Context: an optimization exercise on an open-source flow, tuned for small area, a short achievable clock period and few clock cycles per item. The choices shown serve that exercise and are no tape-out recipe. For this run, only the layout was checked, not whether the RTL still works. No activity file was given, so power comes from the tool's default toggle rates.

$ cat design/flow/run.sh
#!/bin/bash
# synth_recipe.tcl (not shown) runs the flow's synth.tcl, then flattens the netlist and writes it again
# the make line also repeats each setting of config.mk as NAME=value (left out here)
make -C /OpenROAD-flow-scripts/flow DESIGN_CONFIG=/design/flow/config.mk WORK_HOME=/design/flow/orfs CLKGATE_MAP_FILE= SYNTH_SCRIPT=/design/flow/synth_recipe.tcl finish
$ cat design/flow/config.mk
export PLATFORM = sky130hd
export DESIGN_NAME = ripemd160
export DESIGN_NICKNAME = ripemd160
export VERILOG_FILES = /design/flow/design.v
export SDC_FILE = /design/flow/constraint.sdc
export NUM_CORES = 8
export LEC_CHECK = 0
export CAP_MARGIN = 20
export CORE_MARGIN = 2
export CORE_UTILIZATION = 25
export SLEW_MARGIN = 20
$ cat design/flow/constraint.sdc
create_clock -name core_clock -period 14.0 [get_ports {clk}]
set_input_delay 2.8000 -clock core_clock [delete_from_list [all_inputs] [get_ports {clk}]]
set_output_delay 2.8000 -clock core_clock [all_outputs]
set_load 0.01 [all_outputs]
$ cat design/flow/design.v
module rmd_line #(
    parameter bit LEFT = 1
) (
    input  logic         clk,
    input  logic         busy,       
    input  logic         first,      
    input  logic [31:0]  x_first,    
    input  logic [511:0] xw,         
    input  logic [15:0]  selx,       
    input  logic [4:0]   krnd,       
    input  logic [10:0]  rot,        
    input  logic [5:0]   fsel,       
    output logic [31:0]  B, C, D, E, P
);
    localparam logic [31:0] H0 = 32'h67452301;
    localparam logic [31:0] H1 = 32'hefcdab89;
    localparam logic [31:0] H2 = 32'h98badcfe;
    localparam logic [31:0] H3 = 32'h10325476;
    localparam logic [31:0] H4 = 32'hc3d2e1f0;
    localparam logic [159:0] KL = {32'hA953FD4E, 32'h8F1BBCDC, 32'h6ED9EBA1, 32'h5A827999, 32'h00000000};
    localparam logic [159:0] KR = {32'h00000000, 32'h7A6D76E9, 32'h6D703EF3, 32'h5C4DD124, 32'h50A28BE6};
    localparam logic [31:0] C0 = LEFT ? ((H1 ^ H2 ^ H3) + H0 + KL[31:0])
                                      : ((H1 ^ (H2 | ~H3)) + H0 + KR[31:0]);
    logic [4:0][31:0] h0, h1;
    logic [31:0] g0, g1, f, x, k, S, R, T, Pn;
    always_comb begin
        h1[0] = ~(C ^ D);  h0[0] = C ^ D;
        h1[1] = C;         h0[1] = D;
        h1[2] = ~D;        h0[2] = ~(C ^ D);
        h1[3] = C | D;     h0[3] = C & ~D;
        h1[4] = ~C & D;    h0[4] = C | ~D;
        g0 = '0;
        g1 = '0;
        for (int i = 0; i < 5; i++) begin
            g1 = g1 | ({32{fsel[i]}} & h1[LEFT ? i : 4 - i]);
            g0 = g0 | ({32{fsel[i]}} & h0[LEFT ? i : 4 - i]);
        end
        g1 = g1 | ({32{fsel[5]}} & C0);
        g0 = g0 | ({32{fsel[5]}} & C0);
        f = (B & g1) | (~B & g0);
        S = f + P;
        R = '0;
        for (int i = 0; i < 11; i++)
            R = R | (((S << (5 + i)) | (S >> (27 - i))) & {32{rot[i]}});
        T = R + E;
        x = '0;
        for (int i = 0; i < 16; i++)
            x = x | (xw[32*i +: 32] & {32{selx[i]}});
        k = '0;
        for (int i = 0; i < 5; i++)
            k = k | ((LEFT ? KL[32*i +: 32] : KR[32*i +: 32]) & {32{krnd[i]}});
        Pn = E + x + k;
    end
    always_ff @(posedge clk) begin
        B <= T;
        C <= !busy ? H2 : first ? H1 : B;
        D <= !busy ? H3 : {C[21:0], C[31:22]};
        E <= !busy ? H4 : D;
        P <= !busy ? x_first : Pn;
    end
endmodule
module ripemd160
(
    input  logic         clk,
    input  logic         rst,
    input  logic         valid_in,
    output logic         valid_out,
    input  logic [439:0] message,
    output logic [159:0] Hash_result
);
localparam logic [31:0] H0 = 32'h67452301;
localparam logic [31:0] H1 = 32'hefcdab89;
localparam logic [31:0] H2 = 32'h98badcfe;
localparam logic [31:0] H3 = 32'h10325476;
localparam logic [31:0] H4 = 32'hc3d2e1f0;
function automatic logic [15:0] selx_l(input logic [6:0] t);
    case (t)
        7'd0: selx_l = 16'b0000000000000010;
        7'd1: selx_l = 16'b0000000000000100;
        7'd2: selx_l = 16'b0000000000001000;
        7'd3: selx_l = 16'b0000000000010000;
        7'd4: selx_l = 16'b0000000000100000;
        7'd5: selx_l = 16'b0000000001000000;
        7'd6: selx_l = 16'b0000000010000000;
        7'd7: selx_l = 16'b0000000100000000;
        7'd8: selx_l = 16'b0000001000000000;
        7'd9: selx_l = 16'b0000010000000000;
        7'd10: selx_l = 16'b0000100000000000;
        7'd11: selx_l = 16'b0001000000000000;
        7'd12: selx_l = 16'b0010000000000000;
        7'd13: selx_l = 16'b0100000000000000;
        7'd14: selx_l = 16'b1000000000000000;
        7'd15: selx_l = 16'b0000000010000000;
        7'd16: selx_l = 16'b0000000000010000;
        7'd17: selx_l = 16'b0010000000000000;
        7'd18: selx_l = 16'b0000000000000010;
        7'd19: selx_l = 16'b0000010000000000;
        7'd20: selx_l = 16'b0000000001000000;
        7'd21: selx_l = 16'b1000000000000000;
        7'd22: selx_l = 16'b0000000000001000;
        7'd23: selx_l = 16'b0001000000000000;
        7'd24: selx_l = 16'b0000000000000001;
        7'd25: selx_l = 16'b0000001000000000;
        7'd26: selx_l = 16'b0000000000100000;
        7'd27: selx_l = 16'b0000000000000100;
        7'd28: selx_l = 16'b0100000000000000;
        7'd29: selx_l = 16'b0000100000000000;
        7'd30: selx_l = 16'b0000000100000000;
        7'd31: selx_l = 16'b0000000000001000;
        7'd32: selx_l = 16'b0000010000000000;
        7'd33: selx_l = 16'b0100000000000000;
        7'd34: selx_l = 16'b0000000000010000;
        7'd35: selx_l = 16'b0000001000000000;
        7'd36: selx_l = 16'b1000000000000000;
        7'd37: selx_l = 16'b0000000100000000;
        7'd38: selx_l = 16'b0000000000000010;
        7'd39: selx_l = 16'b0000000000000100;
        7'd40: selx_l = 16'b0000000010000000;
        7'd41: selx_l = 16'b0000000000000001;
        7'd42: selx_l = 16'b0000000001000000;
        7'd43: selx_l = 16'b0010000000000000;
        7'd44: selx_l = 16'b0000100000000000;
        7'd45: selx_l = 16'b0000000000100000;
        7'd46: selx_l = 16'b0001000000000000;
        7'd47: selx_l = 16'b0000000000000010;
        7'd48: selx_l = 16'b0000001000000000;
        7'd49: selx_l = 16'b0000100000000000;
        7'd50: selx_l = 16'b0000010000000000;
        7'd51: selx_l = 16'b0000000000000001;
        7'd52: selx_l = 16'b0000000100000000;
        7'd53: selx_l = 16'b0001000000000000;
        7'd54: selx_l = 16'b0000000000010000;
        7'd55: selx_l = 16'b0010000000000000;
        7'd56: selx_l = 16'b0000000000001000;
        7'd57: selx_l = 16'b0000000010000000;
        7'd58: selx_l = 16'b1000000000000000;
        7'd59: selx_l = 16'b0100000000000000;
        7'd60: selx_l = 16'b0000000000100000;
        7'd61: selx_l = 16'b0000000001000000;
        7'd62: selx_l = 16'b0000000000000100;
        7'd63: selx_l = 16'b0000000000010000;
        7'd64: selx_l = 16'b0000000000000001;
        7'd65: selx_l = 16'b0000000000100000;
        7'd66: selx_l = 16'b0000001000000000;
        7'd67: selx_l = 16'b0000000010000000;
        7'd68: selx_l = 16'b0001000000000000;
        7'd69: selx_l = 16'b0000000000000100;
        7'd70: selx_l = 16'b0000010000000000;
        7'd71: selx_l = 16'b0100000000000000;
        7'd72: selx_l = 16'b0000000000000010;
        7'd73: selx_l = 16'b0000000000001000;
        7'd74: selx_l = 16'b0000000100000000;
        7'd75: selx_l = 16'b0000100000000000;
        7'd76: selx_l = 16'b0000000001000000;
        7'd77: selx_l = 16'b1000000000000000;
        7'd78: selx_l = 16'b0010000000000000;
        7'd79: selx_l = 16'd0;
        7'd80: selx_l = 16'd0;
        default: selx_l = 'x;
    endcase
endfunction
function automatic logic [15:0] selx_r(input logic [6:0] t);
    case (t)
        7'd0: selx_r = 16'b0100000000000000;
        7'd1: selx_r = 16'b0000000010000000;
        7'd2: selx_r = 16'b0000000000000001;
        7'd3: selx_r = 16'b0000001000000000;
        7'd4: selx_r = 16'b0000000000000100;
        7'd5: selx_r = 16'b0000100000000000;
        7'd6: selx_r = 16'b0000000000010000;
        7'd7: selx_r = 16'b0010000000000000;
        7'd8: selx_r = 16'b0000000001000000;
        7'd9: selx_r = 16'b1000000000000000;
        7'd10: selx_r = 16'b0000000100000000;
        7'd11: selx_r = 16'b0000000000000010;
        7'd12: selx_r = 16'b0000010000000000;
        7'd13: selx_r = 16'b0000000000001000;
        7'd14: selx_r = 16'b0001000000000000;
        7'd15: selx_r = 16'b0000000001000000;
        7'd16: selx_r = 16'b0000100000000000;
        7'd17: selx_r = 16'b0000000000001000;
        7'd18: selx_r = 16'b0000000010000000;
        7'd19: selx_r = 16'b0000000000000001;
        7'd20: selx_r = 16'b0010000000000000;
        7'd21: selx_r = 16'b0000000000100000;
        7'd22: selx_r = 16'b0000010000000000;
        7'd23: selx_r = 16'b0100000000000000;
        7'd24: selx_r = 16'b1000000000000000;
        7'd25: selx_r = 16'b0000000100000000;
        7'd26: selx_r = 16'b0001000000000000;
        7'd27: selx_r = 16'b0000000000010000;
        7'd28: selx_r = 16'b0000001000000000;
        7'd29: selx_r = 16'b0000000000000010;
        7'd30: selx_r = 16'b0000000000000100;
        7'd31: selx_r = 16'b1000000000000000;
        7'd32: selx_r = 16'b0000000000100000;
        7'd33: selx_r = 16'b0000000000000010;
        7'd34: selx_r = 16'b0000000000001000;
        7'd35: selx_r = 16'b0000000010000000;
        7'd36: selx_r = 16'b0100000000000000;
        7'd37: selx_r = 16'b0000000001000000;
        7'd38: selx_r = 16'b0000001000000000;
        7'd39: selx_r = 16'b0000100000000000;
        7'd40: selx_r = 16'b0000000100000000;
        7'd41: selx_r = 16'b0001000000000000;
        7'd42: selx_r = 16'b0000000000000100;
        7'd43: selx_r = 16'b0000010000000000;
        7'd44: selx_r = 16'b0000000000000001;
        7'd45: selx_r = 16'b0000000000010000;
        7'd46: selx_r = 16'b0010000000000000;
        7'd47: selx_r = 16'b0000000100000000;
        7'd48: selx_r = 16'b0000000001000000;
        7'd49: selx_r = 16'b0000000000010000;
        7'd50: selx_r = 16'b0000000000000010;
        7'd51: selx_r = 16'b0000000000001000;
        7'd52: selx_r = 16'b0000100000000000;
        7'd53: selx_r = 16'b1000000000000000;
        7'd54: selx_r = 16'b0000000000000001;
        7'd55: selx_r = 16'b0000000000100000;
        7'd56: selx_r = 16'b0001000000000000;
        7'd57: selx_r = 16'b0000000000000100;
        7'd58: selx_r = 16'b0010000000000000;
        7'd59: selx_r = 16'b0000001000000000;
        7'd60: selx_r = 16'b0000000010000000;
        7'd61: selx_r = 16'b0000010000000000;
        7'd62: selx_r = 16'b0100000000000000;
        7'd63: selx_r = 16'b0001000000000000;
        7'd64: selx_r = 16'b1000000000000000;
        7'd65: selx_r = 16'b0000010000000000;
        7'd66: selx_r = 16'b0000000000010000;
        7'd67: selx_r = 16'b0000000000000010;
        7'd68: selx_r = 16'b0000000000100000;
        7'd69: selx_r = 16'b0000000100000000;
        7'd70: selx_r = 16'b0000000010000000;
        7'd71: selx_r = 16'b0000000001000000;
        7'd72: selx_r = 16'b0000000000000100;
        7'd73: selx_r = 16'b0010000000000000;
        7'd74: selx_r = 16'b0100000000000000;
        7'd75: selx_r = 16'b0000000000000001;
        7'd76: selx_r = 16'b0000000000001000;
        7'd77: selx_r = 16'b0000001000000000;
        7'd78: selx_r = 16'b0000100000000000;
        7'd79: selx_r = 16'd0;
        7'd80: selx_r = 16'd0;
        default: selx_r = 'x;
    endcase
endfunction
function automatic logic [4:0] krnd_of(input logic [6:0] t);
    case (t)
        7'd0: krnd_of = 5'b00001;
        7'd1: krnd_of = 5'b00001;
        7'd2: krnd_of = 5'b00001;
        7'd3: krnd_of = 5'b00001;
        7'd4: krnd_of = 5'b00001;
        7'd5: krnd_of = 5'b00001;
        7'd6: krnd_of = 5'b00001;
        7'd7: krnd_of = 5'b00001;
        7'd8: krnd_of = 5'b00001;
        7'd9: krnd_of = 5'b00001;
        7'd10: krnd_of = 5'b00001;
        7'd11: krnd_of = 5'b00001;
        7'd12: krnd_of = 5'b00001;
        7'd13: krnd_of = 5'b00001;
        7'd14: krnd_of = 5'b00001;
        7'd15: krnd_of = 5'b00010;
        7'd16: krnd_of = 5'b00010;
        7'd17: krnd_of = 5'b00010;
        7'd18: krnd_of = 5'b00010;
        7'd19: krnd_of = 5'b00010;
        7'd20: krnd_of = 5'b00010;
        7'd21: krnd_of = 5'b00010;
        7'd22: krnd_of = 5'b00010;
        7'd23: krnd_of = 5'b00010;
        7'd24: krnd_of = 5'b00010;
        7'd25: krnd_of = 5'b00010;
        7'd26: krnd_of = 5'b00010;
        7'd27: krnd_of = 5'b00010;
        7'd28: krnd_of = 5'b00010;
        7'd29: krnd_of = 5'b00010;
        7'd30: krnd_of = 5'b00010;
        7'd31: krnd_of = 5'b00100;
        7'd32: krnd_of = 5'b00100;
        7'd33: krnd_of = 5'b00100;
        7'd34: krnd_of = 5'b00100;
        7'd35: krnd_of = 5'b00100;
        7'd36: krnd_of = 5'b00100;
        7'd37: krnd_of = 5'b00100;
        7'd38: krnd_of = 5'b00100;
        7'd39: krnd_of = 5'b00100;
        7'd40: krnd_of = 5'b00100;
        7'd41: krnd_of = 5'b00100;
        7'd42: krnd_of = 5'b00100;
        7'd43: krnd_of = 5'b00100;
        7'd44: krnd_of = 5'b00100;
        7'd45: krnd_of = 5'b00100;
        7'd46: krnd_of = 5'b00100;
        7'd47: krnd_of = 5'b01000;
        7'd48: krnd_of = 5'b01000;
        7'd49: krnd_of = 5'b01000;
        7'd50: krnd_of = 5'b01000;
        7'd51: krnd_of = 5'b01000;
        7'd52: krnd_of = 5'b01000;
        7'd53: krnd_of = 5'b01000;
        7'd54: krnd_of = 5'b01000;
        7'd55: krnd_of = 5'b01000;
        7'd56: krnd_of = 5'b01000;
        7'd57: krnd_of = 5'b01000;
        7'd58: krnd_of = 5'b01000;
        7'd59: krnd_of = 5'b01000;
        7'd60: krnd_of = 5'b01000;
        7'd61: krnd_of = 5'b01000;
        7'd62: krnd_of = 5'b01000;
        7'd63: krnd_of = 5'b10000;
        7'd64: krnd_of = 5'b10000;
        7'd65: krnd_of = 5'b10000;
        7'd66: krnd_of = 5'b10000;
        7'd67: krnd_of = 5'b10000;
        7'd68: krnd_of = 5'b10000;
        7'd69: krnd_of = 5'b10000;
        7'd70: krnd_of = 5'b10000;
        7'd71: krnd_of = 5'b10000;
        7'd72: krnd_of = 5'b10000;
        7'd73: krnd_of = 5'b10000;
        7'd74: krnd_of = 5'b10000;
        7'd75: krnd_of = 5'b10000;
        7'd76: krnd_of = 5'b10000;
        7'd77: krnd_of = 5'b10000;
        7'd78: krnd_of = 5'b10000;
        7'd79: krnd_of = 5'd0;
        7'd80: krnd_of = 5'd0;
        default: krnd_of = 'x;
    endcase
endfunction
function automatic logic [10:0] rot_l(input logic [6:0] t);
    case (t)
        7'd0: rot_l = 11'b00001000000;
        7'd1: rot_l = 11'b01000000000;
        7'd2: rot_l = 11'b10000000000;
        7'd3: rot_l = 11'b00010000000;
        7'd4: rot_l = 11'b00000000001;
        7'd5: rot_l = 11'b00000001000;
        7'd6: rot_l = 11'b00000000100;
        7'd7: rot_l = 11'b00000010000;
        7'd8: rot_l = 11'b00001000000;
        7'd9: rot_l = 11'b00100000000;
        7'd10: rot_l = 11'b01000000000;
        7'd11: rot_l = 11'b10000000000;
        7'd12: rot_l = 11'b00000000010;
        7'd13: rot_l = 11'b00000000100;
        7'd14: rot_l = 11'b00000010000;
        7'd15: rot_l = 11'b00000001000;
        7'd16: rot_l = 11'b00000000100;
        7'd17: rot_l = 11'b00000000010;
        7'd18: rot_l = 11'b00000001000;
        7'd19: rot_l = 11'b00100000000;
        7'd20: rot_l = 11'b00001000000;
        7'd21: rot_l = 11'b00000010000;
        7'd22: rot_l = 11'b00000000100;
        7'd23: rot_l = 11'b10000000000;
        7'd24: rot_l = 11'b00000000100;
        7'd25: rot_l = 11'b00010000000;
        7'd26: rot_l = 11'b10000000000;
        7'd27: rot_l = 11'b00000010000;
        7'd28: rot_l = 11'b00001000000;
        7'd29: rot_l = 11'b00000000100;
        7'd30: rot_l = 11'b00100000000;
        7'd31: rot_l = 11'b00010000000;
        7'd32: rot_l = 11'b00001000000;
        7'd33: rot_l = 11'b00100000000;
        7'd34: rot_l = 11'b00000000010;
        7'd35: rot_l = 11'b00000000100;
        7'd36: rot_l = 11'b01000000000;
        7'd37: rot_l = 11'b00000010000;
        7'd38: rot_l = 11'b00100000000;
        7'd39: rot_l = 11'b10000000000;
        7'd40: rot_l = 11'b01000000000;
        7'd41: rot_l = 11'b00000001000;
        7'd42: rot_l = 11'b00100000000;
        7'd43: rot_l = 11'b00000000010;
        7'd44: rot_l = 11'b00000000001;
        7'd45: rot_l = 11'b00010000000;
        7'd46: rot_l = 11'b00000000100;
        7'd47: rot_l = 11'b00000000001;
        7'd48: rot_l = 11'b00001000000;
        7'd49: rot_l = 11'b00010000000;
        7'd50: rot_l = 11'b01000000000;
        7'd51: rot_l = 11'b10000000000;
        7'd52: rot_l = 11'b01000000000;
        7'd53: rot_l = 11'b10000000000;
        7'd54: rot_l = 11'b00000010000;
        7'd55: rot_l = 11'b00000001000;
        7'd56: rot_l = 11'b00000010000;
        7'd57: rot_l = 11'b01000000000;
        7'd58: rot_l = 11'b00000000001;
        7'd59: rot_l = 11'b00000000010;
        7'd60: rot_l = 11'b00000001000;
        7'd61: rot_l = 11'b00000000010;
        7'd62: rot_l = 11'b00000000001;
        7'd63: rot_l = 11'b00010000000;
        7'd64: rot_l = 11'b00000010000;
        7'd65: rot_l = 11'b10000000000;
        7'd66: rot_l = 11'b00000000001;
        7'd67: rot_l = 11'b00001000000;
        7'd68: rot_l = 11'b00000000010;
        7'd69: rot_l = 11'b00000001000;
        7'd70: rot_l = 11'b00100000000;
        7'd71: rot_l = 11'b00010000000;
        7'd72: rot_l = 11'b00000000001;
        7'd73: rot_l = 11'b00010000000;
        7'd74: rot_l = 11'b00100000000;
        7'd75: rot_l = 11'b01000000000;
        7'd76: rot_l = 11'b00001000000;
        7'd77: rot_l = 11'b00000001000;
        7'd78: rot_l = 11'b00000000001;
        7'd79: rot_l = 11'b00000000010;
        default: rot_l = 'x;
    endcase
endfunction
function automatic logic [10:0] rot_r(input logic [6:0] t);
    case (t)
        7'd0: rot_r = 11'b00000001000;
        7'd1: rot_r = 11'b00000010000;
        7'd2: rot_r = 11'b00000010000;
        7'd3: rot_r = 11'b00001000000;
        7'd4: rot_r = 11'b00100000000;
        7'd5: rot_r = 11'b10000000000;
        7'd6: rot_r = 11'b10000000000;
        7'd7: rot_r = 11'b00000000001;
        7'd8: rot_r = 11'b00000000100;
        7'd9: rot_r = 11'b00000000100;
        7'd10: rot_r = 11'b00000001000;
        7'd11: rot_r = 11'b00001000000;
        7'd12: rot_r = 11'b01000000000;
        7'd13: rot_r = 11'b01000000000;
        7'd14: rot_r = 11'b00010000000;
        7'd15: rot_r = 11'b00000000010;
        7'd16: rot_r = 11'b00000010000;
        7'd17: rot_r = 11'b00100000000;
        7'd18: rot_r = 11'b10000000000;
        7'd19: rot_r = 11'b00000000100;
        7'd20: rot_r = 11'b00010000000;
        7'd21: rot_r = 11'b00000001000;
        7'd22: rot_r = 11'b00000010000;
        7'd23: rot_r = 11'b00001000000;
        7'd24: rot_r = 11'b00000000100;
        7'd25: rot_r = 11'b00000000100;
        7'd26: rot_r = 11'b00010000000;
        7'd27: rot_r = 11'b00000000100;
        7'd28: rot_r = 11'b00000000010;
        7'd29: rot_r = 11'b10000000000;
        7'd30: rot_r = 11'b00100000000;
        7'd31: rot_r = 11'b00001000000;
        7'd32: rot_r = 11'b00000010000;
        7'd33: rot_r = 11'b00000000100;
        7'd34: rot_r = 11'b10000000000;
        7'd35: rot_r = 11'b00001000000;
        7'd36: rot_r = 11'b00000001000;
        7'd37: rot_r = 11'b00000000010;
        7'd38: rot_r = 11'b00000000010;
        7'd39: rot_r = 11'b01000000000;
        7'd40: rot_r = 11'b00010000000;
        7'd41: rot_r = 11'b00100000000;
        7'd42: rot_r = 11'b00000000001;
        7'd43: rot_r = 11'b01000000000;
        7'd44: rot_r = 11'b00100000000;
        7'd45: rot_r = 11'b00100000000;
        7'd46: rot_r = 11'b00000000100;
        7'd47: rot_r = 11'b00000000001;
        7'd48: rot_r = 11'b10000000000;
        7'd49: rot_r = 11'b00000000001;
        7'd50: rot_r = 11'b00000001000;
        7'd51: rot_r = 11'b00001000000;
        7'd52: rot_r = 11'b01000000000;
        7'd53: rot_r = 11'b01000000000;
        7'd54: rot_r = 11'b00000000010;
        7'd55: rot_r = 11'b01000000000;
        7'd56: rot_r = 11'b00000000010;
        7'd57: rot_r = 11'b00000010000;
        7'd58: rot_r = 11'b00010000000;
        7'd59: rot_r = 11'b00000010000;
        7'd60: rot_r = 11'b00010000000;
        7'd61: rot_r = 11'b00000000001;
        7'd62: rot_r = 11'b10000000000;
        7'd63: rot_r = 11'b00000001000;
        7'd64: rot_r = 11'b00000001000;
        7'd65: rot_r = 11'b00000000001;
        7'd66: rot_r = 11'b00010000000;
        7'd67: rot_r = 11'b00000010000;
        7'd68: rot_r = 11'b00010000000;
        7'd69: rot_r = 11'b00000000001;
        7'd70: rot_r = 11'b01000000000;
        7'd71: rot_r = 11'b00000000010;
        7'd72: rot_r = 11'b00000001000;
        7'd73: rot_r = 11'b00100000000;
        7'd74: rot_r = 11'b00000000010;
        7'd75: rot_r = 11'b00000000001;
        7'd76: rot_r = 11'b10000000000;
        7'd77: rot_r = 11'b00100000000;
        7'd78: rot_r = 11'b00001000000;
        7'd79: rot_r = 11'b00001000000;
        default: rot_r = 'x;
    endcase
endfunction
function automatic logic [5:0] fsel_of(input logic [6:0] t);
    case (t)
        7'd0: fsel_of = 6'b100000;
        7'd1: fsel_of = 6'b000001;
        7'd2: fsel_of = 6'b000001;
        7'd3: fsel_of = 6'b000001;
        7'd4: fsel_of = 6'b000001;
        7'd5: fsel_of = 6'b000001;
        7'd6: fsel_of = 6'b000001;
        7'd7: fsel_of = 6'b000001;
        7'd8: fsel_of = 6'b000001;
        7'd9: fsel_of = 6'b000001;
        7'd10: fsel_of = 6'b000001;
        7'd11: fsel_of = 6'b000001;
        7'd12: fsel_of = 6'b000001;
        7'd13: fsel_of = 6'b000001;
        7'd14: fsel_of = 6'b000001;
        7'd15: fsel_of = 6'b000001;
        7'd16: fsel_of = 6'b000010;
        7'd17: fsel_of = 6'b000010;
        7'd18: fsel_of = 6'b000010;
        7'd19: fsel_of = 6'b000010;
        7'd20: fsel_of = 6'b000010;
        7'd21: fsel_of = 6'b000010;
        7'd22: fsel_of = 6'b000010;
        7'd23: fsel_of = 6'b000010;
        7'd24: fsel_of = 6'b000010;
        7'd25: fsel_of = 6'b000010;
        7'd26: fsel_of = 6'b000010;
        7'd27: fsel_of = 6'b000010;
        7'd28: fsel_of = 6'b000010;
        7'd29: fsel_of = 6'b000010;
        7'd30: fsel_of = 6'b000010;
        7'd31: fsel_of = 6'b000010;
        7'd32: fsel_of = 6'b000100;
        7'd33: fsel_of = 6'b000100;
        7'd34: fsel_of = 6'b000100;
        7'd35: fsel_of = 6'b000100;
        7'd36: fsel_of = 6'b000100;
        7'd37: fsel_of = 6'b000100;
        7'd38: fsel_of = 6'b000100;
        7'd39: fsel_of = 6'b000100;
        7'd40: fsel_of = 6'b000100;
        7'd41: fsel_of = 6'b000100;
        7'd42: fsel_of = 6'b000100;
        7'd43: fsel_of = 6'b000100;
        7'd44: fsel_of = 6'b000100;
        7'd45: fsel_of = 6'b000100;
        7'd46: fsel_of = 6'b000100;
        7'd47: fsel_of = 6'b000100;
        7'd48: fsel_of = 6'b001000;
        7'd49: fsel_of = 6'b001000;
        7'd50: fsel_of = 6'b001000;
        7'd51: fsel_of = 6'b001000;
        7'd52: fsel_of = 6'b001000;
        7'd53: fsel_of = 6'b001000;
        7'd54: fsel_of = 6'b001000;
        7'd55: fsel_of = 6'b001000;
        7'd56: fsel_of = 6'b001000;
        7'd57: fsel_of = 6'b001000;
        7'd58: fsel_of = 6'b001000;
        7'd59: fsel_of = 6'b001000;
        7'd60: fsel_of = 6'b001000;
        7'd61: fsel_of = 6'b001000;
        7'd62: fsel_of = 6'b001000;
        7'd63: fsel_of = 6'b001000;
        7'd64: fsel_of = 6'b010000;
        7'd65: fsel_of = 6'b010000;
        7'd66: fsel_of = 6'b010000;
        7'd67: fsel_of = 6'b010000;
        7'd68: fsel_of = 6'b010000;
        7'd69: fsel_of = 6'b010000;
        7'd70: fsel_of = 6'b010000;
        7'd71: fsel_of = 6'b010000;
        7'd72: fsel_of = 6'b010000;
        7'd73: fsel_of = 6'b010000;
        7'd74: fsel_of = 6'b010000;
        7'd75: fsel_of = 6'b010000;
        7'd76: fsel_of = 6'b010000;
        7'd77: fsel_of = 6'b010000;
        7'd78: fsel_of = 6'b010000;
        7'd79: fsel_of = 6'b010000;
        default: fsel_of = 'x;
    endcase
endfunction
function automatic logic [31:0] bswap(input logic [31:0] x);
    bswap = {x[7:0], x[15:8], x[23:16], x[31:24]};
endfunction
logic [439:0] msg_q;
logic         busy;
logic         vout;
logic [6:0]   t;
logic [15:0]  selxL, selxR;
logic [4:0]   krnd;
logic [10:0]  rotL, rotR;
logic [5:0]   fsel;
logic [511:0] xw;              
logic [31:0]  x0_in, x5_in;    
logic [31:0]  BL, CL, DL, EL, PL;
logic [31:0]  BR, CR, DR, ER, PR;
logic [159:0] hash_q;
wire accept = valid_in & ~busy;
wire [6:0] t_next = busy ? t + 7'd1 : 7'd0;
always_comb begin
    for (int i = 0; i < 13; i++)
        xw[32*i +: 32] = bswap(msg_q[439-32*i -: 32]);
    xw[32*13 +: 32] = {8'h80, msg_q[7:0], msg_q[15:8], msg_q[23:16]};
    xw[32*14 +: 32] = 32'h000001b8;
    xw[32*15 +: 32] = 32'h00000000;
    x0_in = bswap(message[439 -: 32]);
    x5_in = bswap(message[439-32*5 -: 32]);
end
always_ff @(posedge clk) begin
    if (!busy)
        msg_q <= message;
end
always_ff @(posedge clk) begin
    if (rst) begin
        busy <= 1'b0;
        vout <= 1'b0;
    end else begin
        vout <= busy & (t == 7'd80);
        if (accept)
            busy <= 1'b1;
        else if (t == 7'd80)
            busy <= 1'b0;
    end
end
always_ff @(posedge clk) begin
    t     <= t_next;
    selxL <= selx_l(t_next);
    selxR <= selx_r(t_next);
    krnd  <= krnd_of(t_next);
    rotL  <= rot_l(t_next);
    rotR  <= rot_r(t_next);
    fsel  <= fsel_of(t_next);
end
rmd_line #(.LEFT(1)) u_left (
    .clk(clk), .busy(busy), .first(fsel[5]), .x_first(x0_in), .xw(xw),
    .selx(selxL), .krnd(krnd), .rot(rotL), .fsel(fsel),
    .B(BL), .C(CL), .D(DL), .E(EL), .P(PL)
);
rmd_line #(.LEFT(0)) u_right (
    .clk(clk), .busy(busy), .first(fsel[5]), .x_first(x5_in), .xw(xw),
    .selx(selxR), .krnd(krnd), .rot(rotR), .fsel(fsel),
    .B(BR), .C(CR), .D(DR), .E(ER), .P(PR)
);
always_ff @(posedge clk) begin
    hash_q <= {bswap(H1 + CL + DR), bswap(H2 + DL + ER), bswap(H3 + EL + PR),
               bswap(H4 + PL + BR), bswap(H0 + BL + CR)};
end
assign valid_out   = vout;
assign Hash_result = hash_q;
endmodule
==> out/metrics.csv <==
stage;metric;value;unit
outcome;outcome;timing/DRC/antenna clean;
synth;synthMuxAreaShare;1.25;%
worst_setup_path;required;14.70;ns
power_and_ir_drop;swShare;46.8;%
synth;yosys_warnings;3;
power_and_ir_drop;ir_drop;0.000138;V
floorplanning;core_area;0.254;mm2
routing;drt-total-wl;339;mm
sta;setup_ws;4.30;ns
sta;finalHoldViolCount;0;
cts;path_clk_slew;0.06;ns
power_and_ir_drop;fin_total_pwr;0.0173;W
floorplanning;rows;185;
routing;avgViaCountPerCell;5.63;
power_and_ir_drop;p_leak;31.9;nW
synth;ys_seq_area_share;37.9;%
global_route;gr-usage-all-layers;25.1;%
cts;postCtsSetupRepairBufs;0;
worst_setup_path;cpMostUsedCell;a21oi_1;
worst_setup_path;worst-path-max-fanout;28;
synth;synth_compound_area_share;23.8;%
sta;fin_crit;9.70;ns
cts;cts.htree.levels;3;
layout;drive_gt1_share;5.57;%
routing;vias;60395;
placed_design;place.gp.congestion;1.02;
worst_setup_path;path_class;reg2reg;
routing;wl_per_cell;31.6;um
placed_design;dp.final_hpwl;264;mm
layout;final_util;30.7;%
synth;syn_area;0.0638;mm2
cts;insertion_delay;0.87;ns
layout;area_delta_synth_final;22.1;%
cts;max-clock-path-buffers;3;
global_route;met1_usage;33.1;%
synth;yosys.area_share.adder;15.9;%
job;cap_violations;0;
sta;slew_violations;0;
floorplanning;dieWidth;509;um
synth;synthFlopType;dfxtp_1;
worst_setup_path;worst_path_largest_cell_delay;0.68;ns
cts;cts_made_buffers;113;
floorplanning;start_util;25.1;%
layout;layout_commonest_cell;ha_1;
power_and_ir_drop;seqPwrFrac;25.4;%
sta;hold_slack;0.510;ns
sta;post-route-period-util;69.3;%
hold_path;min-delay-start;u_left.B[9];
worst_setup_path;worst_path_max_delay_cell;a21oi_1;
power_and_ir_drop;p_sw;0.00808;W
floorplanning;io_pins;604;
hold_path;holdPathEnd;u_left.C[9];
synth;yosys-top-cells-area;edfxtp_1 21%, dfxtp_1 17%, ha_1 14%;
synth;synth_top_family_by_area;compound AO/OA/AOI/OAI gates;
global_route;met2_usage;37.9;%
cts;postCtsResizedCells;0;
routing;first_pass_iters;10;
power_and_ir_drop;p_per_area;222;mW/mm2
global_route;grt-ovfl-total;0;
synth;synth_cell_types;98;
cts;cts.sinks;989;
synth;synth-edff-count;440;
global_route;antenna_found_initial;64;
sta;final-setup-viol-count;0;
hold_path;holdPathStages;2;
worst_setup_path;r2r_start;fsel[4];
cts;ctsHoldBuffers;0;
power_and_ir_drop;p_comb_share;55.7;%
synth;synthCells;6738;
worst_setup_path;start_kind;flop;
synth;syn_avg_cell_area;9.47;um2
synth;synthXorXnorAreaFrac;4.23;%
worst_setup_path;crit_path_end_kind;flop;
worst_setup_path;critPathArrivalTime;10.40;ns
sta;tightest_slew;1.22;ns
routing;drcViolationCount;0;
synth;async_flop_share;0;%
placed_design;port_buffers;603;
global_route;grt_pass1_wl;460;mm
synth;synth.top_cell.area_share;20.7;%
cts;cts_tree;yes;
sta;fin_skew;0.149;ns
floorplanning;die_y;509;um
synth;synth_seq_cells;989;
global_route;grt_pass1_vias;56972;
synth;yosys.area_share.simple;11.8;%
global_route;busiest_layer;met2;
hold_path;hold_path_class;reg2reg;
sta;fmax;103;MHz
placed_design;dp_slack;4.65;ns
worst_setup_path;r2r_cells;27;
layout;nNetsFinal;8454;
synth;yosysTopAreaCell;edfxtp_1;
worst_setup_path;reg2reg_slack;4.30;ns
routing;drtAntennaViolNets;0;
sta;slew-limit-headroom;18.4;%
power_and_ir_drop;internal_power;0.00920;W
sta;setup_tns;0;ns
layout;mostFrequentLayoutCells;698 x ha_1, 603 x clkdlybuf4s50_1, 564 x nand2_1;
floorplanning;fp.dieArea;0.259;mm2
sta;rsz0062_at_grt;no;
synth;syn_nets;7950;
worst_setup_path;r2r_end;u_right.B[31];
power_and_ir_drop;pwr-share-clk;18.9;%
global_route;grt_use_met3;5.88;%
cts;cts_root_buffer;clkbuf_16;
routing;drtIter0Drc;9557;
global_route;grt_max_degree;176;
## state kept, by name, summed over array words and instances, names as in the netlist, 5 cells and up
register   count
u_left.E      32
rotL          10
u_right.D     32
hash_q       160
u_right.C     32
selxL         15
krnd           5
u_left.C      32
msg_q        440
u_left.D      32
fsel           6
u_left.B      32
u_left.P      32
selxR         15
t              6
u_right.E     32
u_right.P     32
rotR          10
u_right.B     32
## final cells by class
type                    count  area [um2]
diodes                     17        42.5
clock buffers             148        3230
clock inverters            63         877
fillers                 26102      176000
inverters                 534        2010
multi-input cells        4888       36400
flip-flops and latches    989       24200
well taps                3366        4210
repair buffers            716        6910
## stage by stage
stage                     std cells  instance area (um2)
after global routing          10707                77800
after detailed placement      10491                73700
final                         10721                77900
after CTS                     10702                77800
after global placement        10490                73700
after floorplan                6738                63800
## how the worst max path moves through the flow
stage / from / endpoint
floorplan: busy / msg_q[0]
global placement: fsel[4] / u_right.B[31]
detailed placement: fsel[4] / u_right.B[31]
CTS: fsel[4] / u_right.B[31]
global route: fsel[4] / u_right.B[31]
finish: fsel[4] / u_right.B[31]
## cells in the mapped netlist, drive strengths merged (97+ instances only)
master,instances
ha,698
nand2,564
dfxtp,549
inv,526
edfxtp,440
nor2,415
a21oi,376
a22oi,366
o21ai,278
clkbuf,275
xnor2,213
a221oi,177
nand3,177
a21o,143
a222oi,97
## worst max-delay path: cells and delay by family (launching register included)
| family | cells | cell delay, ns |
|---|---|---|
| buffers and inverters | 3 | 1.62 |
| muxes | 1 | 0.22 |
| xor gates and xnor gates | 1 | 0.14 |
| DFF | 1 | 0.34 |
| and+or+nand+nor | 6 | 2.26 |
| AOI/OAI and AO/OA | 14 | 3.98 |
| adders and majority gates | 2 | 0.98 |
## cell families after synthesis
| kind of cell | Yosys count |
|---|---|
| adders and majority gates | 769 |
| AOI/OAI and AO/OA | 2117 |
| DFF | 989 |
| muxes | 75 |
| xor gates and xnor gates | 306 |
| buffers and inverters | 861 |
| and+or+nand+nor | 1621 |
## routing by layer
layer	part of all wire [%]	up-vias
met1	41	29326
met5	0.12	-
met3	10	768
met2	42	3916
met4	6.4	60
li1	-	26325
## power groups by stage
stage | Clock, W | Sequential [W] | Combinational [W]
after CTS | 0.00331 | 0.00437 | 0.00944
after global routing | 0.00341 | 0.00440 | 0.0104
after global placement | 0 | 0.00443 | 0.00937
after detailed placement | 0 | 0.00443 | 0.00939
final | 0.00326 | 0.00440 | 0.00963
after floorplan | 0 | 0.00406 | 0.00596

[re-timing with driven ports]
Ports are ideal in the flow. The routed layout listed here was re-timed in OpenROAD. Step 1, drivers: a clkbuf_16 drives clk and a buf_2 each remaining input, both assumed. Step 2, shift: input delay + t, output delay - t, t = (earliest + latest rising clock arrival at the registers) / 2. This alone moves slack from input paths to output paths. Slacks: no drivers / after step 1 / after step 2; pairs: no drivers / after step 1.
shift t [ns]: 0.888
setup WS [ns]: 4.301 / 4.301 / 4.301
latest minus earliest clock arrival (ns): 0.152 / 0.152
After both steps this run still meets setup and hold. For this run, drivers alone change the setup slack by 0.000 ns; drivers and shift together by 0.000 ns.
